Context: an optimization exercise on an open-source flow, tuned for small area. The choices shown serve that exercise and are no tape-out recipe. Function was checked by simulation only, so behaviour that the tests miss may differ from the original. No driver is modelled on the clock port, so clocking that relies on it looks cheaper here than on a real chip. No activity file was given, so power comes from the tool's default toggle rates.

`flow/design.v`:
```
module full_adder(input logic a, b, cin, 
						output logic s, cout);
	assign s = a ^ b ^ cin;
	assign cout = (a & b) | (a | b) & cin;
endmodule
module n_bit_rc_adder #(parameter N = 8)
					(input logic [N-1:0] a, b,
					input logic cin,
					output logic [N-1:0] s,
					output logic cout);
	logic [N-1:0] cin_array;
	logic [N-1:0] cout_array;
	logic [N-1:0] sum_array;
	full_adder full_adder_insts [N-1:0]
    (
        .a(a),
        .b(b),
        .s(sum_array),
        .cin(cin_array),
        .cout(cout_array)
    );
	always_comb begin
		cin_array[0] = cin;
		for (int i = 1; i < N; i = i+1) begin
			cin_array[i] = cout_array[i-1];
		end
	end
	assign cout = cout_array[N-1];
	assign s = sum_array;
endmodule
module pipelined_adder (
	input logic [31:0] a,
	input logic [31:0] b,
	output logic [31:0] s,
	input logic cin, clk, rstn, valid_in,
	output logic cout, valid_out);
	logic [3:0] cin_saved;
	logic	[3:0] cout_saved, valid_saved;
	logic [3:0][31:0] a_saved, b_saved, s_saved;
	genvar i;  
    generate
        for (i = 0; i < 4; i = i + 1) begin : adders
            n_bit_rc_adder adder(
                .a(a_saved[i][8*i + 7 : 8*i]),
                .b(b_saved[i][8*i + 7 : 8*i]),
                .s(s_saved[i][8*i + 7 : 8*i]),
                .cin(cin_saved[i]),
                .cout(cout_saved[i])
            );
        end
    endgenerate
	generate
    	for (i = 1; i < 4; i++) begin: s_shift
			always_ff @(posedge clk) begin
				if (!rstn) s_saved[i][8*i-1 : 0] <= 'b0;
				else s_saved[i][8*i-1 : 0] <= s_saved[i-1][8*i-1 : 0];
			end
		end
	endgenerate
	always_ff @(posedge clk) begin
		if (!rstn) begin
			a_saved <= '0;
			b_saved <= '0;
			s <= 'b0;
			cout <= 'b0;
			valid_out <= 'b0;
			cin_saved <= 'b0;
			valid_saved <= 'b0;
		end else begin
			a_saved <= {a_saved[2:0], a};
			b_saved <= {b_saved[2:0], b};
			cin_saved <= {cout_saved[2:0], cin};
			valid_saved <= {valid_saved[2:0], valid_in};
			s <= s_saved[3];
			cout <= cout_saved[3];
			valid_out <= valid_saved[3];
		end
	end
endmodule
```
`flow/run.sh`:
```
#!/bin/bash
# synth_recipe.tcl (not shown) runs the flow's synth.tcl, then flattens the netlist and writes it again
# the make line also repeats each setting of config.mk as NAME=value (left out here)
make -C /OpenROAD-flow-scripts/flow DESIGN_CONFIG=/design/flow/config.mk WORK_HOME=/design/flow/orfs CLKGATE_MAP_FILE= SYNTH_SCRIPT=/design/flow/synth_recipe.tcl finish
```
`flow/config.mk`:
```
export PLATFORM = sky130hd
export DESIGN_NAME = pipelined_adder
export DESIGN_NICKNAME = pipelined_adder
export VERILOG_FILES = /design/flow/design.v
export SDC_FILE = /design/flow/constraint.sdc
export NUM_CORES = 4
export LEC_CHECK = 0
export CAP_MARGIN = 20
export CORE_MARGIN = 2
export CORE_UTILIZATION = 40
export SLEW_MARGIN = 20
```
`flow/constraint.sdc`:
```
create_clock -name core_clock -period 4.5 [get_ports {clk}]
set_input_delay 0.9000 -clock core_clock [delete_from_list [all_inputs] [get_ports {clk}]]
set_output_delay 0.9000 -clock core_clock [all_outputs]
set_load 0.01 [all_outputs]
```
==> results of run 1 <==
[cells in the mapped netlist]
master | number | area share [%]
clkbuf_2 | 9 | 0.60
buf_6 | 12 | 1.8
buf_2 | 1 | 0.067
clkbuf_1 | 5 | 0.25
and2b_1 | 12 | 1.2
dfxtp_1 | 250 | 67
inv_1 | 20 | 1.0
and2_1 | 238 | 20
fa_1 | 32 | 8.5
[report_power, final]
| part | internal [mW] | switching, mW |
|---|---|---|
| combinational | 0.113 | 0.0617 |
| sequential | 2.30 | 0.0223 |
| clock | 1.49 | 0.796 |
| total | 3.91 | 0.880 |
[cells by family after synthesis]
group                      Yosys count
DFF                                250
and+or+nand+nor                    250
buffers and inverters               47
adders and majority gates           32
[path summary, 6_finish.rpt]
| check | end | from | slack [ps] | cells past startpoint |
|---|---|---|---|---|
| min reg2reg | b_saved[55] | b_saved[23] | 430 | 1 |
| max | s[31] | a_saved[120] | 490 | 10 |
| min | b_saved[55] | b_saved[23] | 430 | 1 |
| max reg2reg | s[31] | a_saved[120] | 490 | 10 |
[registers in the layout (all words and copies together), names as in the netlist]
name	count
valid_out	1
cin_saved	4
cout	1
s	32
a_saved	80
s_saved	48
valid_saved	4
b_saved	80
[area by class of cell]
class / instances / share of cell area [%]
clock buffer: 34 / 7.730
clock inverter: 11 / 2.171
inverter: 20 / 0.7847
multi-input combinational: 282 / 23.20
sequential: 250 / 52.31
tap: 234 / 3.060
timing repair buffer: 103 / 10.74
[routing by layer]
metal | global-route usage, % | wire length (um)
met3 | 2.853 | 471
met5 | 0 | 0
met2 | 18.97 | 5099
met1 | 11.92 | 4195
met4 | 3.632 | 297
==> flow_summary.yaml, run 1 <==
synthesis:
  yosysSeqAreaShare_pct: 66.70
  synthSimpleGateAreaFrac_pct: 21.04
  netlist_area_um2: 7503
  post_synth_num_cell_types: 9
  syn_nets: 679
  ys_warn_count: 2
  synth_fa_ha_area_share_pct: 8.538
  synth_top_family_by_area: "simple AND/OR/NAND/NOR gates"
  syn_inst: 579
  synth_mux_area_share_pct: 0
  synth_xor_area_share_pct: 0
  synth.avg_cell_area_um2: 12.96
  synth_compound_area_share_pct: 0
  synth-seq-cells: 250
floorplan:
  core_area_um2: 18580
  io_pins: 102
  initial_utilization_pct: 40.38
  die_w_um: 141.0
  row_count: 50
  die_y_um: 141.0
  die_area_um2: 19870
place:
  dpl.hpwl_mm: 6.483
  dp_slack_ps: 451.6
  routabilityCongestion: 0.7510
  placedCellCount: 889
  io_buffers: 101
  post_dp_cell_area_um2: 8620
timing:
  fin_crit_ps: 4011
  fin_ws_ps: 489.1
  fin_hold_ws_ps: 427.7
  tightestPinTransition_ps: 661.1
  final_max_slew_viol_count: 0
  slew_headroom_pct: 55.93
  period_share_pct: 89.13
  rsz0062_at_grt: "false"
  setup_viol_count_final: 0
  max_freq_ghz: 0.2493
  fin_skew_ps: 6.918
  hold_viol_final: 0
  fin_setup_tns_ps: 0
clock_network:
  cts_tree: "done"
  cts.path.max_buffers: 3
  post_cts_buffers: 0
  cts.repair.resized: 0
  cts_hold_repair.buffers: 0
  clk_latency_ps: 500
  cts_inserted_buffers: 25
  clk_pin_slew_ps: 60
  cts.sinks: 250
  htree_levels: 1
  clock-root-buffer: "clkbuf_16"
setup_path:
  crit_slowest_cell: "fa_1"
  critical_path.max_stage_delay_ps: 470
  cp.arrival_ps: 4450
  critPathKind: "flip-flop to flip-flop"
  cp-start-kind: "flip-flop"
  critPathBufInv: 1
  timing.critical_path.cells: "fa_1, fa_1, fa_1, fa_1, fa_1, fa_1, inv_1, fa_1, fa_1, and2b_1"
  worstSetupEndpointType: "flip-flop"
  crit_path_max_fanout: 1
  worst_path_dominant_cell_family: "adder cells"
  worstPathRequired_ps: 4940
  path_common_cell: "fa_1"
power_and_ir_drop:
  vdd_drop_max_uv: 268.8
  power_mw: 4.785
  p_per_area_nw_per_um2: 500.1
  p_leak_nw: 3.974
detailed_routing:
  vias_per_cell: 4.010
  vias: 3745
  drt_iter0_drc: 142
  ant_nets: 0
  wl_per_cell_um: 10.78
  totalWireLength_mm: 10.06
  post-route-drc-count: 0
  drtPass1Iterations: 3
final_layout:
  final_common_cell: "dfxtp_1"
  final_nets: 782
  fin_cells: 934
  final_cell_mix: "dfxtp_1 (250), and2_1 (238), clkdlybuf4s50_1 (100)"
  fin_util_pct: 51.49
  fin_area_um2: 9567
  area_growth_pct: 27.50
  antenna_cells: 0
  seq_area_um2: 5005
  fillCellCount: 1612
  drive_above_1_share_pct: 6.714
  multiInputGateArea_um2: 2220
global_routing:
  grt_max_degree: 136
  grt.total_usage_pct: 10.48
  grt_pass1_vias: 3837
  grt_pass1_wl_mm: 17.14
  grt-ovfl-total: 0
  antenna_found_initial: 0
hold_path:
  hp-class: "flip-flop to flip-flop"
run_status:
  status: "finished clean"
run:
  cap_viol_max_count: 0
==> run 2, diff against run 1 <==
==> flow/design.v (replaced) <==
module full_adder(input logic a, b, cin,
						output logic s, cout);
	assign s = a ^ b ^ cin;
	assign cout = (a & b) | (a | b) & cin;
endmodule
module n_bit_rc_adder #(parameter N = 8, parameter ZERO_CIN = 0)
					(input logic [N-1:0] a, b,
					input logic cin,
					output logic [N-1:0] s,
					output logic cout);
	logic [N:0] c;
	genvar i;
	generate
		for (i = 0; i < N; i = i + 1) begin : bits
			if (i == 0 && ZERO_CIN) begin : ha
				assign s[i]   = a[i] ^ b[i];
				assign c[i+1] = a[i] & b[i];
			end else begin : fa
				full_adder fa_i(.a(a[i]), .b(b[i]), .cin(c[i]), .s(s[i]), .cout(c[i+1]));
			end
		end
	endgenerate
	assign c[0] = ZERO_CIN ? 1'b0 : cin;
	assign cout = c[N];
endmodule
module pipelined_adder (
	input logic [31:0] a,
	input logic [31:0] b,
	output logic [31:0] s,
	input logic cin, clk, rstn, valid_in,
	output logic cout, valid_out);
	logic [31:0] bs, bs_q;
	logic [3:0]  g, g_q;
	genvar i, j;
	generate
		for (i = 0; i < 4; i = i + 1) begin : blocks
			n_bit_rc_adder #(.N(8), .ZERO_CIN(i != 0)) adder(
				.a(a[8*i +: 8]),
				.b(b[8*i +: 8]),
				.cin(cin),
				.s(bs[8*i +: 8]),
				.cout(g[i])
			);
		end
	endgenerate
	always_ff @(posedge clk) begin
		valid_out <= rstn & valid_in;
		bs_q <= bs;
		g_q <= g;
	end
	logic [3:0] p;
	logic [4:0] bc;
	assign bc[0] = 1'b0;
	assign bc[1] = g_q[0];
	generate
		for (i = 1; i < 4; i = i + 1) begin : carries
			assign p[i] = &bs_q[8*i +: 8];
			assign bc[i+1] = g_q[i] | (bc[i] & p[i]);
		end
	endgenerate
	assign p[0] = 1'b0;
	assign cout = bc[4];
	assign s[7:0] = bs_q[7:0];
	generate
		for (i = 1; i < 4; i = i + 1) begin : incs
			logic [8:0] t;
			assign t[0] = bc[i];
			for (j = 0; j < 8; j = j + 1) begin : bits
				assign s[8*i + j] = bs_q[8*i + j] ^ t[j];
				assign t[j+1] = bs_q[8*i + j] & t[j];
			end
		end
	endgenerate
endmodule
==> flow_summary.yaml, run 2 <==
synthesis:
  synth.avg_cell_area_um2: 12.86
  synthTopCellsByArea: "dfxtp_1 (38%), fa_1 (30%), ha_1 (15%)"
  post_synth_num_cell_types: 17
  synth-seq-cells: 37
  syn_nets: 272
  yosysMostFrequentCell: "dfxtp_1"
  syn_inst: 151
  synth_top_area_share_pct: 38.14
  ys.flop_type: "dfxtp_1"
  ys_warn_count: 1
  netlist_area_um2: 1942
  synth.top_cells.by_count: "dfxtp_1 (37), inv_1 (34), fa_1 (29)"
  synth_edf_count: 0
  yosysTopAreaCell: "dfxtp_1"
  async_flop_share_pct: 0
  yosysSeqAreaShare_pct: 38.14
floorplan:
  die_area_um2: 5428
  die_w_um: 73.68
  initial_utilization_pct: 41.39
  die_y_um: 73.68
  core_area_um2: 4692
  row_count: 25
  io_pins: 102
detailed_routing:
  vias: 1349
  vias_per_cell: 4.408
  drtPass1Iterations: 4
  drt_iter0_drc: 13
  totalWireLength_mm: 3.956
  ant_nets: 0
  wl_per_cell_um: 12.93
  post-route-drc-count: 0
global_routing:
  grt_max_degree: 12
  met2_usage_pct: 27.08
  antenna_found_initial: 0
  use_met1_pct: 17.53
  grt.total_usage_pct: 15.70
  grt_busiest_layer: "met2"
  grt_pass1_vias: 1473
  grt-ovfl-total: 0
  grt_pass1_wl_mm: 6.292
  use_met3_pct: 4.390
timing:
  final_max_slew_viol_count: 0
  rsz0062_at_grt: "false"
  hold_viol_final: 0
  fin_setup_tns_ps: 0
  fin_hold_ws_ps: 1170
  tightestPinTransition_ps: 221.3
  setup_viol_count_final: 0
  slew_headroom_pct: 85.16
  max_freq_ghz: 0.2387
  fin_crit_ps: 4189
  period_share_pct: 93.08
clock_network:
  clock-root-buffer: "clkbuf_8"
  clk_pin_slew_ps: 70
  cts_hold_repair.buffers: 0
  cts.repair.resized: 0
  cts_inserted_buffers: 5
  cts.path.max_buffers: 2
  cts_tree: "done"
  post_cts_buffers: 0
  cts.sinks: 37
  htree_levels: 2
setup_path:
  path_common_cell: "fa_1"
  crit_slowest_cell: "fa_1"
  cp-start-kind: "input pin"
  critical_path.max_stage_delay_ps: 440
  critPathKind: "input pin to flip-flop"
  cp.arrival_ps: 4420
  crit_path_max_fanout: 1
  worstPathRequired_ps: 4730
  timing.critical_path.cells: "clkdlybuf4s50_1, fa_1, fa_1, fa_1, fa_1, fa_1, fa_1, inv_1, fa_1, fa_1, inv_1"
  worstSetupEndpointType: "flip-flop"
final_layout:
  fillCellCount: 373
  fin_area_um2: 3077
  final_cell_mix: "clkdlybuf4s50_1 (101), dfxtp_1 (37), inv_1 (34)"
  largest_reg_flops: 32
  antenna_cells: 0
  area_growth_pct: 58.44
  final_nets: 372
  fin_util_pct: 65.57
  top_register: "bs_q"
  drive_above_1_share_pct: 3.571
  top_regs: "bs_q x32, g_q x4, valid_out x1"
  final_common_cell: "clkdlybuf4s50_1"
run_status:
  status: "finished clean"
hold_path:
  hp-class: "input pin to flip-flop"
  hold_path_end: "valid_out"
  hold_depth: 2
  min-delay-start: "valid_in"
place:
  post_dp_cell_area_um2: 2960
  routabilityCongestion: 0.8044
  io_buffers: 101
  dpl.hpwl_mm: 3.535
run:
  cap_viol_max_count: 0
power_and_ir_drop:
  vdd_drop_max_uv: 153.7
  p_per_area_nw_per_um2: 344.1
  p_leak_nw: 1.413
run 2: cell types whose count changed in the layout (fill, tap and decap cells not counted), moves of 5 or more:
cell       delta
nand4_1       +5
inv_1        +14
bufinv_16     -5
dfxtp_1     -213
and2b_1      -12
clkbuf_16    -25
ha_1         +24
and2_1      -237
run 2: worst max path at each step:
stage	from	endpoint	slack, ps	depth (start not counted)
finish	a[0]	bs_q[7]	310	11
CTS	a[0]	bs_q[7]	310	11
floorplan	a[0]	bs_q[7]	570	10
detailed placement	a[0]	bs_q[7]	8	11
global placement	a[0]	bs_q[7]	80	11
global route	a[0]	bs_q[7]	200	11
run 2: cell type report:
cell class,count,area (um2),share of cell area (%)
multi-input combinational,72,1013,32.94
tap,54,67.56,2.196
sequential,37,740.7,24.07
inverter,34,127.6,4.148
clock inverter,1,30.03,0.9760
timing repair buffer,101,1011,32.86
clock buffer,7,86.33,2.806
run 2: cells by family after synthesis:
logic type,Yosys count,share of synthesized area (%)
AO/OA/AOI/OAI,5,1.933
XOR/XNOR,3,1.353
adder cells (fa/ha/maj),53,45.36
buffers and inverters,42,9.665
flip-flops,37,38.14
AND/OR/NAND/NOR,11,3.544
run 2: layer usage:
metal	vias up	share of wire [%]
met5	-	0
met4	0	2.2
met3	8	7.8
met2	57	52
met1	628	38
li1	656	-
run 2: power breakdown:
group          leakage (nW)  total [mW]  switching (mW)  internal (mW)
clock network        0.0585       0.291           0.111          0.181
logic                  1.04       0.351           0.135          0.216
registers             0.312       0.417          0.0296          0.387
total                  1.41        1.06           0.275          0.784
run 2: worst max-delay path, delay by kind of cell:
kind	cells	cell delay [ps]
buffers and inverters	3	560
adder cells (fa/ha/maj)	8	2960
run 2: per-stage QoR:
step	total power [mW]	cells	setup WS (ps)
2_1_floorplan	0.5729	151	567.7
3_3_place_gp	0.7706	298	75.51
3_5_place_dp	0.7815	298	7.899
4_1_cts	1.076	306	305.8
5_1_grt	1.125	306	199.9
6_report	1.059	306	311.4
==> run 3, diff against run 2 <==
==> flow/flow/run.sh (new file) <==
#!/bin/bash
# The standard layout, with two changes: the port buffers are the smallest
# buffer (buf_1) instead of the one buffer_ports picks, and CTS inserts no
# dummy loads.
set -euo pipefail
export BUFFER_PORTS_ARGS="-buffer_cell sky130_fd_sc_hd__buf_1"
export CTS_ARGS="-sink_clustering_enable -repair_clock_nets -dont_use_dummy_load"
bash standard.sh > orfs_flow.log 2>&1
==> flow/standard.sh (new file) <==
#!/bin/bash
# synth_recipe.tcl (not shown) runs the flow's synth.tcl, then flattens the netlist and writes it again
# the make line also repeats each setting of config.mk as NAME=value (left out here)
make -C /OpenROAD-flow-scripts/flow DESIGN_CONFIG=/design/flow/config.mk WORK_HOME=/design/flow/orfs CLKGATE_MAP_FILE= SYNTH_SCRIPT=/design/flow/synth_recipe.tcl "${@:-finish}"
--- a/flow/config.mk
+++ b/flow/config.mk
@@ -9,3 +9,4 @@
 export CORE_MARGIN = 2
-export CORE_UTILIZATION = 40
+export CORE_UTILIZATION = 52
 export SLEW_MARGIN = 20
+export SYNTH_HIERARCHICAL = 1
removed: flow/run.sh
==> flow_summary.yaml, run 3 <==
setup_path:
  cp.arrival_ps: 4200
  worstSetupEndpointType: "flip-flop"
  cp-start-kind: "input pin"
  critPathKind: "input pin to flip-flop"
  worstPathRequired_ps: 4730
  crit_path_max_fanout: 1
power_and_ir_drop:
  p_int_uw: 527.8
  p_seq_share_pct: 54.1
  switchingPower_uw: 238.8
  p_per_area_nw_per_um2: 344.4
  vdd_drop_max_uv: 173.7
  p_comb_share_pct: 27.4
  p_clk_share_pct: 18.5
  p_leak_nw: 0.9253
  switching_share_pct: 31.15
detailed_routing:
  drt_iter0_drc: 23
  totalWireLength_mm: 3.004
  vias_per_cell: 4.563
  wl_per_cell_um: 11.51
  vias: 1191
  drtPass1Iterations: 4
  ant_nets: 0
  post-route-drc-count: 0
synthesis:
  netlist_area_um2: 1812
  yosysSeqAreaShare_pct: 40.88
  ys.flop_type: "dfxtp_1"
  syn_inst: 117
  synth_mux_area_share_pct: 0
  synth_fa_ha_area_share_pct: 48.62
  synth_top_family_by_area: "adder cells"
  synth_xor_area_share_pct: 1.450
  async_flop_share_pct: 0
  synth_top_area_share_pct: 40.88
  synthSimpleGateAreaFrac_pct: 3.039
  post_synth_num_cell_types: 17
  syn_nets: 238
  synthTopCellsByArea: "dfxtp_1 (41%), fa_1 (32%), ha_1 (17%)"
  yosysTopAreaCell: "dfxtp_1"
  synth-seq-cells: 37
  yosysMostFrequentCell: "dfxtp_1"
  ys_warn_count: 7
  synth.avg_cell_area_um2: 15.48
  synth_edf_count: 0
  synth_compound_area_share_pct: 2.486
  synth.top_cells.by_count: "dfxtp_1 (37), fa_1 (29), ha_1 (24)"
final_layout:
  top_register: "bs_q"
  largest_reg_flops: 32
  final_nets: 338
  drive_above_1_share_pct: 2.791
  top_regs: "bs_q x32, g_q x4, valid_out x1"
  fin_area_um2: 2226
  seq_area_um2: 740.7
  area_growth_pct: 22.86
  fillCellCount: 297
  final_cell_mix: "buf_1 (101), dfxtp_1 (37), fa_1 (29)"
  multiInputGateArea_um2: 1007
  antenna_cells: 0
  final_common_cell: "buf_1"
global_routing:
  grt_pass1_vias: 1292
  grt.total_usage_pct: 17.44
  grt_pass1_wl_mm: 5.237
  grt_max_degree: 13
  grt-ovfl-total: 0
  antenna_found_initial: 0
floorplan:
  io_pins: 102
  row_count: 21
  die_w_um: 63.03
  initial_utilization_pct: 54.29
  core_area_um2: 3337
  die_y_um: 63.03
  die_area_um2: 3972
clock_network:
  cts.path.max_buffers: 2
  cts.repair.resized: 0
  cts_hold_repair.buffers: 0
  cts_tree: "done"
  cts.sinks: 37
  clk_pin_slew_ps: 110
  clock-root-buffer: "clkbuf_4"
  post_cts_buffers: 0
  htree_levels: 2
  cts_inserted_buffers: 5
timing:
  fin_setup_tns_ps: 0
  tightestPinTransition_ps: 234.1
  hold_viol_final: 0
  slew_headroom_pct: 84.30
  max_freq_ghz: 0.2522
  final_max_slew_viol_count: 0
  fin_crit_ps: 3966
  setup_viol_count_final: 0
  rsz0062_at_grt: "false"
  period_share_pct: 88.13
run_status:
  status: "finished clean"
place:
  io_buffers: 101
  dpl.hpwl_mm: 2.730
  routabilityCongestion: 0.7399
  post_dp_cell_area_um2: 2188
run:
  cap_viol_max_count: 0
hold_path:
  hp-class: "input pin to flip-flop"
==> run 3: changes by cell type in the layout (fill, tap and decap cells not counted), moves of 2 or more <==
cell	previous run	this run
clkbuf_4	0	5
clkdlybuf4s50_1	101	0
buf_1	0	101
o21ai_0	2	0
clkbuf_8	6	0
inv_1	34	1
==> run 3: final cells by class <==
cell class,count,area share (%)
Multi-Input combinational cell,71,45.25
Sequential cell,37,33.28
Timing Repair Buffer,101,17.03
Tap cell,46,2.586
Clock buffer,5,1.686
Inverter,1,0.1686
==> run 3: cell families (layout without fill, tap and decap cells) <==
| logic type | count (synthesis) | in the layout |
|---|---|---|
| AOI/OAI and AO/OA | 5 | 5 |
| xor gates and xnor gates | 3 | 3 |
| adders and majority gates | 53 | 53 |
| buffers and inverters | 9 | 107 |
| DFF | 37 | 37 |
| and+or+nand+nor | 10 | 10 |
==> run 3: layer usage <==
| metal | track usage (%) | up-vias | wire length [um] |
|---|---|---|---|
| met2 | 30.85 | 62 | 1555 |
| met1 | 18.44 | 536 | 1095 |
| met3 | 5.405 | 8 | 287 |
| li1 | - | 585 | - |
| met4 | 9.167 | 0 | 65 |
| met5 | 0 | - | 0 |
==> run 3: worst max-delay path, stage by stage <==
cell   delay, ps
buf_1         90
fa_1         440
fa_1         390
fa_1         380
fa_1         400
fa_1         390
fa_1         380
fa_1         380
fa_1         440
==> run 3: worst paths after layout <==
path	slack, ps	start	to	cells after the start
hold / removal	740	valid_in	valid_out	2
setup / recovery	530	a[0]	bs_q[7]	9
==> run 3: power groups by stage <==
| stage | registers [mW] | clock network (mW) | logic, mW |
|---|---|---|---|
| final | 0.415 | 0.141 | 0.210 |
| after detailed placement | 0.424 | 0 | 0.215 |
| after CTS | 0.416 | 0.148 | 0.217 |
| after floorplan | 0.417 | 0 | 0.144 |
| after global placement | 0.421 | 0 | 0.205 |
| after global routing | 0.422 | 0.165 | 0.246 |
==> run 3: Yosys stat by module (local to each module, per instance), excerpt <==
module	copies in the design	cells	flip-flops and latches
pipelined_adder	1	85	37
full_adder	29	1	0
==> run 3: per-stage QoR <==
step	std cells	hold slack, ps	util, %	setup slack [ps]	power [mW]
final	261	743.4	66.70	534.1	0.7666
after global routing	261	739.3	66.70	411.9	0.8328
after CTS	261	734.7	66.70	532.5	0.7807
after detailed placement	256	1106	65.58	139.5	0.6387
after global placement	256	1091	65.58	232.6	0.6257
after floorplan	117	1020	-	357.2	0.5609
==> run 4, diff against run 3 <==
--- a/flow/design.v
+++ b/flow/design.v
@@ -24,2 +24,8 @@
 	assign cout = c[N];
+endmodule
+module and8 (input logic [7:0] x, output logic y);
+	assign y = &x;
+endmodule
+module carry_merge (input logic g, p, c, output logic y);
+	assign y = g | (p & c);
 endmodule
@@ -50,22 +56,19 @@
 	end
-	logic [3:0] p;
-	logic [4:0] bc;
-	assign bc[0] = 1'b0;
+	logic [2:1] p;
+	logic [3:1] bc;
 	assign bc[1] = g_q[0];
 	generate
-		for (i = 1; i < 4; i = i + 1) begin : carries
-			assign p[i] = &bs_q[8*i +: 8];
-			assign bc[i+1] = g_q[i] | (bc[i] & p[i]);
+		for (i = 1; i < 3; i = i + 1) begin : carries
+			and8 all_ones(.x(bs_q[8*i +: 8]), .y(p[i]));
+			carry_merge merge(.g(g_q[i]), .p(p[i]), .c(bc[i]), .y(bc[i+1]));
 		end
 	endgenerate
-	assign p[0] = 1'b0;
-	assign cout = bc[4];
 	assign s[7:0] = bs_q[7:0];
+	logic [8:0] t [3:1];
 	generate
 		for (i = 1; i < 4; i = i + 1) begin : incs
-			logic [8:0] t;
-			assign t[0] = bc[i];
+			assign t[i][0] = bc[i];
 			for (j = 0; j < 8; j = j + 1) begin : bits
-				assign s[8*i + j] = bs_q[8*i + j] ^ t[j];
-				assign t[j+1] = bs_q[8*i + j] & t[j];
+				assign s[8*i + j] = bs_q[8*i + j] ^ t[i][j];
+				assign t[i][j+1] = bs_q[8*i + j] & t[i][j];
 			end
@@ -73,2 +76,3 @@
 	endgenerate
+	assign cout = g_q[3] | t[3][8];
 endmodule
==> flow/flow/run.sh (replaced) <==
#!/bin/bash
# The standard layout, with two changes: the port buffers are the smallest
# buffer (buf_1) instead of the one buffer_ports picks, and the clock is
# buffered by pre_cts.tcl (a few clock buffers, no H-tree, no dummy loads).
set -euo pipefail
here=$(pwd)
export BUFFER_PORTS_ARGS="-buffer_cell sky130_fd_sc_hd__buf_1"
export CTS_ARGS="-sink_clustering_enable -repair_clock_nets -dont_use_dummy_load"
export PRE_CTS_TCL="$here/flow/pre_cts.tcl"
export CLOCK_GROUPS=${CLOCK_GROUPS:-2}
export CLOCK_BUF=${CLOCK_BUF:-sky130_fd_sc_hd__clkbuf_8}
bash standard.sh > "$here/orfs_flow.log" 2>&1
==> flow/flow/pre_cts.tcl (new file) <==
# Clock buffering for this small design: instead of an H-tree, CLOCK_GROUPS
# clock buffers (CLOCK_BUF) each drive one group of flip-flops, grouped by x
# position and placed at the group's centre. Every flip-flop gets its clock
# through exactly one buffer of the same type. CTS then finds the clock net
# already buffered and leaves it as it is.
set ngroups $::env(CLOCK_GROUPS)
set ffs {}
foreach inst [[ord::get_db_block] getInsts] {
  if {[[$inst getMaster] isSequential]} {
    set b [$inst getBBox]
    lappend ffs [list [expr {([$b xMin] + [$b xMax]) / 2}] [expr {([$b yMin] + [$b yMax]) / 2}] $inst]
  }
}
set ffs [lsort -integer -index 0 $ffs]
set n [llength $ffs]
set dbu [[ord::get_db_tech] getDbUnitsPerMicron]
for {set g 0} {$g < $ngroups} {incr g} {
  set lo [expr {$g * $n / $ngroups}]
  set hi [expr {($g + 1) * $n / $ngroups - 1}]
  set xs 0; set ys 0; set pins {}
  foreach f [lrange $ffs $lo $hi] {
    lassign $f x y inst
    set xs [expr {$xs + $x}]; set ys [expr {$ys + $y}]
    lappend pins [get_pins [$inst getName]/CLK]
  }
  set m [expr {$hi - $lo + 1}]
  set loc [list [expr {$xs / $m / double($dbu)}] [expr {$ys / $m / double($dbu)}]]
  insert_buffer -buffer_cell $::env(CLOCK_BUF) -net clk -load_pins $pins \
    -location $loc -buffer_name clkbuf_grp$g -net_name clk_grp$g
}
==> flow_summary.yaml, run 4 <==
run_status:
  status: "finished clean"
timing:
  slew_headroom_pct: 90.06
  fin_crit_ps: 4124
  hold_viol_final: 0
  final_max_slew_viol_count: 0
  period_share_pct: 91.64
  tightestPinTransition_ps: 148.6
  rsz0062_at_grt: "false"
  fin_setup_tns_ps: 0
  max_freq_ghz: 0.2425
  setup_viol_count_final: 0
detailed_routing:
  totalWireLength_mm: 2.898
  vias: 1133
  drt_iter0_drc: 22
  drtPass1Iterations: 4
  vias_per_cell: 4.496
  post-route-drc-count: 0
  wl_per_cell_um: 11.50
  ant_nets: 0
synthesis:
  synth.top_cells.by_count: "dfxtp_1 (37), fa_1 (29), ha_1 (25)"
  yosysTopAreaCell: "dfxtp_1"
  synth-seq-cells: 37
  synthTopCellsByArea: "dfxtp_1 (42%), fa_1 (33%), ha_1 (18%)"
  syn_nets: 233
  yosysMostFrequentCell: "dfxtp_1"
  synth_top_area_share_pct: 41.81
  ys.flop_type: "dfxtp_1"
  synth.avg_cell_area_um2: 15.96
  synth_edf_count: 0
  netlist_area_um2: 1772
  syn_inst: 111
  ys_warn_count: 8
  yosysSeqAreaShare_pct: 41.81
  post_synth_num_cell_types: 10
  async_flop_share_pct: 0
clock_network:
  clk_pin_slew_ps: 110
  post_cts_buffers: 0
  cts.repair.resized: 0
  cts_hold_repair.buffers: 0
global_routing:
  grt_max_degree: 20
  grt_pass1_wl_mm: 5.064
  grt-ovfl-total: 0
  antenna_found_initial: 0
  grt.total_usage_pct: 16.01
  grt_pass1_vias: 1149
final_layout:
  largest_reg_flops: 32
  final_cell_mix: "buf_1 (101), dfxtp_1 (37), fa_1 (29)"
  top_regs: "bs_q x32, g_q x4, valid_out x1"
  final_nets: 330
  top_register: "bs_q"
  seq_area_um2: 740.7
  fin_util_pct: 65.72
  fin_area_um2: 2176
  multiInputGateArea_um2: 970.9
  fillCellCount: 269
  antenna_cells: 0
  drive_above_1_share_pct: 0.9709
  final_common_cell: "buf_1"
  area_growth_pct: 22.81
place:
  io_buffers: 101
  dpl.hpwl_mm: 2.590
  post_dp_cell_area_um2: 2148
  routabilityCongestion: 0.7420
power_and_ir_drop:
  p_comb_share_pct: 27.2
  p_seq_share_pct: 56.2
  p_clk_share_pct: 16.5
  p_leak_nw: 0.9136
  p_per_area_nw_per_um2: 336.5
  vdd_drop_max_uv: 262.0
  power_uw: 732.1
  switchingPower_uw: 219.5
  switching_share_pct: 29.98
  p_int_uw: 512.6
setup_path:
  timing.critical_path.cells: "buf_1, fa_1, fa_1, fa_1, fa_1, fa_1, fa_1, fa_1, fa_1"
  path_common_cell: "fa_1"
  worstPathRequired_ps: 4560
  crit_slowest_cell: "fa_1"
  crit_path_max_fanout: 1
  cp-start-kind: "input pin"
  worstSetupEndpointType: "flip-flop"
  critPathKind: "input pin to flip-flop"
  cp.arrival_ps: 4180
  critical_path.max_stage_delay_ps: 440
floorplan:
  row_count: 21
  die_w_um: 62.37
  initial_utilization_pct: 53.51
  io_pins: 102
  core_area_um2: 3311
  die_area_um2: 3890
  die_y_um: 62.37
run:
  cap_viol_max_count: 0
hold_path:
  hp-class: "input pin to flip-flop"
==> run 4: area by class of cell, without the clock buffers <==
type,instances,area share (%)
Multi-Input combinational cell,66,44.62
Sequential cell,37,34.04
Timing Repair Buffer,101,17.42
Tap cell,46,2.645
==> run 4: power groups by stage <==
stage / logic (mW) / clock network (mW) / registers (mW)
6_report: 0.199 / 0.121 / 0.412
5_1_grt: 0.236 / 0.137 / 0.419
4_1_cts: 0.205 / 0.0906 / 0.421
3_5_place_dp: 0.202 / 0 / 0.420
3_3_place_gp: 0.194 / 0 / 0.418
2_1_floorplan: 0.139 / 0 / 0.413
==> run 4: path summary, 6_finish.rpt <==
check                start        end  slack (ps)  cells after the start
setup / recovery      a[0]    bs_q[7]         380                      9
hold / removal    valid_in  valid_out         920                      2
==> run 4: Yosys stat by module (local to each module, per instance), a selection <==
module           cell area (um2)  cells inside
pipelined_adder             1106            71
and8                       16.27             3
full_adder                 20.02             1
carry_merge                7.507             1
==> run 4: worst max-delay path: cells and delay by family <==
family / cells / cell delay, ps
adders and majority gates: 8 / 3180
buffers and inverters: 1 / 90
==> run 4: metrics by stage <==
stage,hold slack [ps],instances,setup slack (ps)
finish,917.2,252,376.2
floorplan,1020,111,357.2
global route,932.4,252,281.2
CTS,1104,252,161.8
global placement,1091,250,223.5
detailed placement,1102,250,162.8
==> run 4: cells by family (layout without fill, tap and decap cells) <==
group	after synthesis	count (layout)	synth area share, %
compound gates	2	2	0.8472
buf+inv	8	103	3.390
fa+ha+maj	54	54	50.42
flops	37	37	41.81
xor+xnor	2	2	0.9889
simple gates	8	8	2.543
==> run 4: metal layers <==
metal / global-route usage, % / vias to the layer above / wire (um) / share of wire (%)
met3: 2.342 / 2 / 264 / 9.1
met2: 27.85 / 57 / 1422 / 49
li1: - / 552 / - / -
met1: 22.76 / 522 / 1189 / 41
met4: 0.8333 / 0 / 21 / 0.72
met5: 0 / - / 0 / 0
==> run 5, diff against run 4 <==
--- a/flow/flow/run.sh
+++ b/flow/flow/run.sh
@@ -9,4 +9,4 @@
 export PRE_CTS_TCL="$here/flow/pre_cts.tcl"
-export CLOCK_GROUPS=${CLOCK_GROUPS:-2}
-export CLOCK_BUF=${CLOCK_BUF:-sky130_fd_sc_hd__clkbuf_8}
+export CLOCK_GROUPS=${CLOCK_GROUPS:-1}
+export CLOCK_BUF=${CLOCK_BUF:-sky130_fd_sc_hd__clkbuf_16}
 bash standard.sh > "$here/orfs_flow.log" 2>&1
==> flow_summary.yaml, run 5 <==
global_routing:
  antenna_found_initial: 0
  grt.total_usage_pct: 15.65
  grt_pass1_vias: 1132
  grt-ovfl-total: 0
  grt_pass1_wl_mm: 4.974
  grt_max_degree: 38
final_layout:
  final_common_cell: "buf_1"
  final_nets: 329
  largest_reg_flops: 32
  fin_cells: 251
  top_regs: "bs_q x32, g_q x4, valid_out x1"
  antenna_cells: 0
  top_register: "bs_q"
  drive_above_1_share_pct: 0.4878
  final_cell_mix: "buf_1 (101), dfxtp_1 (37), fa_1 (29)"
  fin_util_pct: 65.65
  area_growth_pct: 22.67
power_and_ir_drop:
  p_clk_share_pct: 16.3
  p_leak_nw: 0.9115
  p_seq_share_pct: 56.5
  p_int_uw: 512.4
  switchingPower_uw: 215.4
  p_comb_share_pct: 27.2
  p_per_area_nw_per_um2: 334.9
  switching_share_pct: 29.60
  vdd_drop_max_uv: 216.5
detailed_routing:
  post-route-drc-count: 0
  vias_per_cell: 4.502
  drtPass1Iterations: 4
  totalWireLength_mm: 2.798
  wl_per_cell_um: 11.15
  vias: 1130
  drt_iter0_drc: 32
  ant_nets: 0
setup_path:
  worstPathRequired_ps: 4570
  critPathKind: "input pin to flip-flop"
  crit_path_max_fanout: 1
  worstSetupEndpointType: "flip-flop"
  cp.arrival_ps: 4180
  cp-start-kind: "input pin"
floorplan:
  io_pins: 102
  core_area_um2: 3311
  die_y_um: 62.37
  initial_utilization_pct: 53.51
  die_area_um2: 3890
  row_count: 21
  die_w_um: 62.37
run_status:
  status: "finished clean"
place:
  dpl.hpwl_mm: 2.590
  io_buffers: 101
  dp_slack_ps: 162.8
  placedCellCount: 250
  routabilityCongestion: 0.7420
synthesis:
  syn_inst: 111
  synth-seq-cells: 37
  yosysTopAreaCell: "dfxtp_1"
  post_synth_num_cell_types: 10
  ys.flop_type: "dfxtp_1"
  yosysMostFrequentCell: "dfxtp_1"
  synth.avg_cell_area_um2: 15.96
  synth_top_area_share_pct: 41.81
  synthTopCellsByArea: "dfxtp_1 (42%), fa_1 (33%), ha_1 (18%)"
  ys_warn_count: 8
  async_flop_share_pct: 0
  syn_nets: 233
  synth.top_cells.by_count: "dfxtp_1 (37), fa_1 (29), ha_1 (25)"
  synth_edf_count: 0
  yosysSeqAreaShare_pct: 41.81
  netlist_area_um2: 1772
timing:
  fin_setup_tns_ps: 0
  rsz0062_at_grt: "false"
  setup_viol_count_final: 0
  fin_crit_ps: 4103
  period_share_pct: 91.17
  fin_ws_ps: 397.5
  fin_hold_ws_ps: 903.2
  slew_headroom_pct: 89.46
  hold_viol_final: 0
  final_max_slew_viol_count: 0
  tightestPinTransition_ps: 157.6
  max_freq_ghz: 0.2438
clock_network:
  cts_hold_repair.buffers: 0
  cts.repair.resized: 0
  clk_pin_slew_ps: 120
  post_cts_buffers: 0
hold_path:
  hold_depth: 2
  hp-class: "input pin to flip-flop"
run:
  cap_viol_max_count: 0
-- run 5: cell types whose count changed in the layout (fill, tap and decap cells not counted), sizes merged --
cell	change
clkbuf	-1
-- run 5: metrics by stage --
stage          power [mW]  cell area (um2)
4_1_cts            0.7152             2173
2_1_floorplan      0.5513             1772
3_5_place_dp       0.6225             2148
3_3_place_gp       0.6119             2148
6_report           0.7278             2173
5_1_grt            0.7890             2173
-- run 5: kinds of logic (layout without fill, tap and decap cells) --
kind of cell	count (synthesis)	after routing	share of synthesized area (%)
adders and majority gates	54	54	50.42
DFF	37	37	41.81
and+or+nand+nor	8	8	2.543
buffers and inverters	8	102	3.390
AOI/OAI and AO/OA	2	2	0.8472
xor gates and xnor gates	2	2	0.9889
-- run 5: final cells by class, without the clock buffers --
type	count	area, um2
fillers	275	1137
multi-input cells	66	970.9
flip-flops and latches	37	740.7
well taps	46	57.56
repair buffers	101	379.1
-- run 5: worst paths after layout --
kind	end	slack, ps	startpoint
min	valid_out	900	valid_in
max	bs_q[7]	400	a[0]
-- run 5: power groups by stage --
stage,Clock [mW],Combinational (mW),Sequential (mW)
2_1_floorplan,0,0.139,0.413
3_3_place_gp,0,0.194,0.418
3_5_place_dp,0,0.202,0.420
4_1_cts,0.0907,0.204,0.421
5_1_grt,0.135,0.235,0.419
6_report,0.118,0.198,0.412
-- run 5: layer usage --
metal	share of wire, %	GRT usage, %
met1	41	22.39
met5	0	0
met2	49	27.45
met4	0.46	0.5556
met3	9.1	1.982
-- run 5: critical path, stage by stage --
cell	delay [ps]
buf_1	90
fa_1	430
fa_1	380
fa_1	400
fa_1	390
fa_1	380
fa_1	380
fa_1	380
fa_1	440
-- run 5: per-module statistics from Yosys (local to each module, per instance), a selection --
module	flip-flops and latches	cells
and8	0	3
carry_merge	0	1
full_adder	0	1
pipelined_adder	37	71
==> run 6, diff against run 5 <==
--- a/flow/design.v
+++ b/flow/design.v
@@ -76,3 +76,3 @@
 	endgenerate
-	assign cout = g_q[3] | t[3][8];
+	carry_merge cout_merge(.g(g_q[3]), .p(bs_q[31]), .c(t[3][7]), .y(cout));
 endmodule
==> flow_summary.yaml, run 6 <==
detailed_routing:
  drt_iter0_drc: 39
  ant_nets: 0
  vias_per_cell: 4.534
  wl_per_cell_um: 12.04
  post-route-drc-count: 0
  wl_met2_mm: 1.643
  wl_met3_um: 240
  drtPass1Iterations: 4
  dr.max_layer_used: "met4"
  totalWireLength_mm: 3.023
  vias: 1138
  wl_met1_mm: 1.116
final_layout:
  seq_area_um2: 740.7
  final_common_cell: "buf_1"
  fillCellCount: 269
  multiInputGateArea_um2: 968.4
  largest_reg_flops: 32
  top_register: "bs_q"
  area_growth_pct: 22.70
  final_cell_mix: "buf_1 (101), dfxtp_1 (37), fa_1 (29)"
  top_regs: "bs_q x32, g_q x4, valid_out x1"
  drive_above_1_share_pct: 0.4878
  final_nets: 328
  antenna_cells: 0
place:
  dpl.hpwl_mm: 2.738
  routabilityCongestion: 0.7455
  io_buffers: 101
  dp_slack_ps: 170.4
timing:
  setup_viol_count_final: 0
  final_max_slew_viol_count: 0
  hold_viol_final: 0
  rsz0062_at_grt: "false"
  max_freq_ghz: 0.2420
  fin_setup_tns_ps: 0
  fin_ws_ps: 368.4
  tightestPinTransition_ps: 157.8
  fin_crit_ps: 4132
  slew_headroom_pct: 89.52
  period_share_pct: 91.81
synthesis:
  synth.top_cells.by_count: "dfxtp_1 (37), fa_1 (29), ha_1 (24)"
  ys.flop_type: "dfxtp_1"
  syn_inst: 111
  yosysMostFrequentCell: "dfxtp_1"
  synth.avg_cell_area_um2: 15.94
  synthTopCellsByArea: "dfxtp_1 (42%), fa_1 (33%), ha_1 (17%)"
  synth_top_area_share_pct: 41.87
  synth_edf_count: 0
  synth-seq-cells: 37
  syn_nets: 232
  async_flop_share_pct: 0
  netlist_area_um2: 1769
  post_synth_num_cell_types: 9
  ys_warn_count: 9
  yosysSeqAreaShare_pct: 41.87
  yosysTopAreaCell: "dfxtp_1"
setup_path:
  worstSetupEndpointType: "flip-flop"
  worstPathRequired_ps: 4570
  critical_path.max_stage_delay_ps: 440
  cp-start-kind: "input pin"
  timing.critical_path.cells: "buf_1, fa_1, fa_1, fa_1, fa_1, fa_1, fa_1, fa_1, fa_1"
  path_common_cell: "fa_1"
  critPathKind: "input pin to flip-flop"
  crit_slowest_cell: "fa_1"
  crit_path_max_fanout: 1
  cp.arrival_ps: 4200
floorplan:
  initial_utilization_pct: 53.44
  die_area_um2: 3885
  row_count: 21
  die_w_um: 62.33
  die_y_um: 62.33
  core_area_um2: 3311
  io_pins: 102
power_and_ir_drop:
  p_clk_share_pct: 16.5
  switchingPower_uw: 221.3
  p_seq_share_pct: 56.1
  switching_share_pct: 30.09
  p_per_area_nw_per_um2: 338.8
  p_leak_nw: 0.9130
  vdd_drop_max_uv: 231.4
  p_comb_share_pct: 27.5
  p_int_uw: 514.2
clock_network:
  cts_hold_repair.buffers: 0
  cts.repair.resized: 0
  clk_pin_slew_ps: 120
  post_cts_buffers: 0
global_routing:
  grt_max_degree: 38
  grt-ovfl-total: 0
  grt_pass1_vias: 1249
  antenna_found_initial: 0
  grt.total_usage_pct: 16.91
  grt_pass1_wl_mm: 5.319
run_status:
  status: "finished clean"
run:
  cap_viol_max_count: 0
hold_path:
  hp-class: "input pin to flip-flop"
## run 6: cell type report, without the clock buffers
cell class              instances  share of cell area, %
multi-input cells              66                  44.61
repair buffers                101                  17.46
well taps                      46                  2.651
flip-flops and latches         37                  34.12
## run 6: power by group through the flow
stage | logic [mW] | registers (mW) | clock network [mW]
2_1_floorplan | 0.138 | 0.413 | 0
3_3_place_gp | 0.194 | 0.419 | 0
3_5_place_dp | 0.207 | 0.421 | 0
4_1_cts | 0.209 | 0.421 | 0.0907
5_1_grt | 0.238 | 0.420 | 0.137
6_report | 0.202 | 0.412 | 0.121
## run 6: path summary, 6_finish.rpt
path,startpoint,to,cells after the start
setup / recovery,a[0],bs_q[7],9
hold / removal,valid_in,valid_out,2
## run 6: worst max-delay path, delay by kind of cell
family	cells	cell delay, ps
adders and majority gates	8	3190
buffers and inverters	1	90
## run 6: metrics by stage
stage                     util [%]  instance area [um2]  hold WS [ps]  total power [mW]  instances
after floorplan                  -                 1769          1020            0.5518        111
after global placement       64.81                 2146          1091            0.6134        250
after detailed placement     64.81                 2146          1103            0.6274        250
after CTS                    65.57                 2171          1102            0.7207        251
after global routing         65.57                 2171         907.2            0.7941        251
final                        65.57                 2171         900.6            0.7354        251
## run 6: layer usage
| metal | global-route usage, % | vias to the layer above |
|---|---|---|
| met3 | 1.993 | 2 |
| li1 | - | 550 |
| met5 | 0 | - |
| met4 | 0.8333 | 0 |
| met1 | 19.95 | 533 |
| met2 | 34.24 | 53 |
## run 6: logic make-up after synthesis
logic type	synth area share, %
flops	41.87
xor+xnor	1.485
compound gates	1.273
buf+inv	3.395
simple gates	2.193
fa+ha+maj	49.79
## run 6: modules after synthesis (local to each module, per instance), a selection
module,cells,area (um2),copies in the design,flip-flops and latches
pipelined_adder,70,1096,1,37
full_adder,1,20.02,29,0
and8,3,16.27,2,0
carry_merge,1,7.507,3,0
==> run 7, diff against run 6 <==
--- a/flow/flow/run.sh
+++ b/flow/flow/run.sh
@@ -9,4 +9,4 @@
 export PRE_CTS_TCL="$here/flow/pre_cts.tcl"
-export CLOCK_GROUPS=${CLOCK_GROUPS:-1}
-export CLOCK_BUF=${CLOCK_BUF:-sky130_fd_sc_hd__clkbuf_16}
+export CLOCK_GROUPS=${CLOCK_GROUPS:-2}
+export CLOCK_BUF=${CLOCK_BUF:-sky130_fd_sc_hd__clkbuf_8}
 bash standard.sh > "$here/orfs_flow.log" 2>&1
==> flow_summary.yaml, run 7 <==
synthesis:
  syn_nets: 232
  yosysMostFrequentCell: "dfxtp_1"
  async_flop_share_pct: 0
  yosysTopAreaCell: "dfxtp_1"
  synth-seq-cells: 37
  synth.top_cells.by_count: "dfxtp_1 (37), fa_1 (29), ha_1 (24)"
  synth_edf_count: 0
  syn_inst: 111
  synth_top_area_share_pct: 41.87
  netlist_area_um2: 1769
  post_synth_num_cell_types: 9
  yosysSeqAreaShare_pct: 41.87
  synthTopCellsByArea: "dfxtp_1 (42%), fa_1 (33%), ha_1 (17%)"
  synth.avg_cell_area_um2: 15.94
  ys_warn_count: 9
  ys.flop_type: "dfxtp_1"
detailed_routing:
  drtPass1Iterations: 4
  wl_per_cell_um: 11.77
  drt_iter0_drc: 41
  totalWireLength_mm: 2.967
  vias: 1136
  post-route-drc-count: 0
  vias_per_cell: 4.508
  ant_nets: 0
floorplan:
  initial_utilization_pct: 53.44
  die_y_um: 62.33
  die_area_um2: 3885
  row_count: 21
  core_area_um2: 3311
  die_w_um: 62.33
  io_pins: 102
setup_path:
  worstPathRequired_ps: 4550
  critPathBufInv: 1
  worst_path_dominant_cell_family: "adder cells"
  path_common_cell: "fa_1"
  cp-start-kind: "input pin"
  critical_path.max_stage_delay_ps: 430
  worstSetupEndpointType: "flip-flop"
  cp.arrival_ps: 4180
  critPathCapture: "bs_q[7]"
  critPathKind: "input pin to flip-flop"
  crit_path_max_fanout: 1
  crit_slowest_cell: "fa_1"
  critical_path_depth: 9
  crit_start: "a[0]"
  timing.critical_path.cells: "buf_1, fa_1, fa_1, fa_1, fa_1, fa_1, fa_1, fa_1, fa_1"
final_layout:
  top_regs: "bs_q x32, g_q x4, valid_out x1"
  seq_area_um2: 740.7
  fillCellCount: 266
  multiInputGateArea_um2: 968.4
  area_growth_pct: 22.84
  fin_area_um2: 2173
  fin_cells: 252
  final_common_cell: "buf_1"
  final_nets: 329
  largest_reg_flops: 32
  drive_above_1_share_pct: 0.9709
  final_cell_mix: "buf_1 (101), dfxtp_1 (37), fa_1 (29)"
  top_register: "bs_q"
  antenna_cells: 0
  fin_util_pct: 65.65
global_routing:
  grt_pass1_vias: 1255
  grt.total_usage_pct: 16.86
  grt_pass1_wl_mm: 5.319
  grt_max_degree: 20
  grt-ovfl-total: 0
  antenna_found_initial: 0
timing:
  tightestPinTransition_ps: 157.8
  fin_ws_ps: 375.6
  period_share_pct: 91.65
  rsz0062_at_grt: "false"
  final_max_slew_viol_count: 0
  slew_headroom_pct: 89.52
  fin_setup_tns_ps: 0
  fin_crit_ps: 4124
  max_freq_ghz: 0.2425
  hold_viol_final: 0
  setup_viol_count_final: 0
place:
  post_dp_cell_area_um2: 2146
  dpl.hpwl_mm: 2.738
  routabilityCongestion: 0.7455
  io_buffers: 101
  placedCellCount: 250
  dp_slack_ps: 170.4
power_and_ir_drop:
  p_seq_share_pct: 56.4
  p_per_area_nw_per_um2: 336.4
  switchingPower_uw: 217.6
  p_clk_share_pct: 16.0
  p_comb_share_pct: 27.6
  p_leak_nw: 0.9150
  vdd_drop_max_uv: 193.1
  p_int_uw: 513.5
  switching_share_pct: 29.77
hold_path:
  hp-class: "input pin to flip-flop"
clock_network:
  cts_hold_repair.buffers: 0
  cts.repair.resized: 0
  post_cts_buffers: 0
  clk_pin_slew_ps: 100
run:
  cap_viol_max_count: 0
run_status:
  status: "finished clean"
==> run 7: cell counts after synthesis <==
Identical to the previous run, type by type.
==> run 7: cell families (layout without fill, tap and decap cells) <==
group | count (synthesis) | in the layout | share of synthesized area [%]
adders and majority gates | 53 | 53 | 49.79
AOI/OAI and AO/OA | 3 | 3 | 1.273
DFF | 37 | 37 | 41.87
buffers and inverters | 8 | 103 | 3.395
xor gates and xnor gates | 3 | 3 | 1.485
and+or+nand+nor | 7 | 7 | 2.193
==> run 7: power groups by stage <==
stage / Clock (mW) / Combinational, mW / Sequential, mW
5_1_grt: 0.141 / 0.237 / 0.420
3_3_place_gp: 0 / 0.194 / 0.419
6_report: 0.117 / 0.201 / 0.413
3_5_place_dp: 0 / 0.207 / 0.421
4_1_cts: 0.0906 / 0.208 / 0.421
2_1_floorplan: 0 / 0.138 / 0.413
==> run 7: cell type report, without the clock buffers <==
class	instances	share of cell area, %
well taps	46	2.648
repair buffers	101	17.44
flip-flops and latches	37	34.08
multi-input cells	66	44.56
==> run 7: Yosys stat by module, one instance, submodules excluded, excerpt <==
module / area, um2 / times used
and8: 16.27 / 2
carry_merge: 7.507 / 3
full_adder: 20.02 / 29
pipelined_adder: 1096 / 1
==> run 7: worst min path at each step <==
| stage | start | endpoint | slack, ps | depth (start not counted) |
|---|---|---|---|---|
| finish | valid_in | valid_out | 920 | 2 |
| CTS | valid_in | valid_out | 1100 | 2 |
| floorplan | b[16] | bs_q[16] | 1020 | 1 |
| global placement | valid_in | valid_out | 1090 | 2 |
| detailed placement | valid_in | valid_out | 1100 | 2 |
| global route | b[16] | bs_q[16] | 930 | 2 |
==> run 7: per-stage QoR <==
step | power, mW | hold WS (ps)
floorplan | 0.5518 | 1020
global placement | 0.6134 | 1091
detailed placement | 0.6274 | 1103
CTS | 0.7197 | 1102
global route | 0.7975 | 928.6
finish | 0.7311 | 923.2
==> run 7: per-layer routing <==
layer	part of all wire (%)	vias to the layer above	routed length (um)	global-route usage, %
li1	-	551	-	-
met3	8.4	2	249	2.355
met1	37	529	1099	20.78
met4	0.78	0	23	0.8333
met2	54	54	1593	32.88
met5	0	-	0	0

re-timing with driven ports:
No port has a modelled driver above. Below, the same layouts with a new extraction and two added sets of constraints.
Step 1 (the two cells are an assumption about what drives the block):
set clk [get_ports {clk}]
set_driving_cell -lib_cell sky130_fd_sc_hd__clkbuf_16 $clk
set_driving_cell -lib_cell sky130_fd_sc_hd__buf_2 [delete_from_list [all_inputs] $clk]
Step 2 also shifts input and output timing later by t, the mid clock arrival at the registers, as if the neighbouring blocks saw the same clock.
Three values: ideal ports, drivers, drivers and shift; two values: the first two.
| run | t (ns) | setup slack, ns | worst setup path after step 2 | worst slew at a driven data input, ns | cell pins on the clock port's net |
|---|---|---|---|---|---|
| run 1 | 0.532 | 0.489 / 0.489 / 0.489 | register to register | 0.04 | 1 |
| run 2 | 0.309 | 0.311 / 0.317 / 0.007 | input to register | 0.05 | 1 |
| run 3 | 0.350 | 0.534 / 0.534 / 0.184 | input to register | 0.04 | 1 |
| run 4 | 0.195 | 0.376 / 0.390 / 0.195 | input to register | 0.04 | 2 |
| run 5 | 0.207 | 0.397 / 0.406 / 0.199 | input to register | 0.04 | 1 |
| run 6 | 0.209 | 0.368 / 0.377 / 0.167 | input to register | 0.04 | 1 |
| run 7 | 0.191 | 0.376 / 0.387 / 0.197 | input to register | 0.05 | 2 |
After both steps setup and hold are still met in every run listed. The setup slack of run 3, which loses most, moves by 0.000 ns with the drivers and by -0.350 ns with both steps.
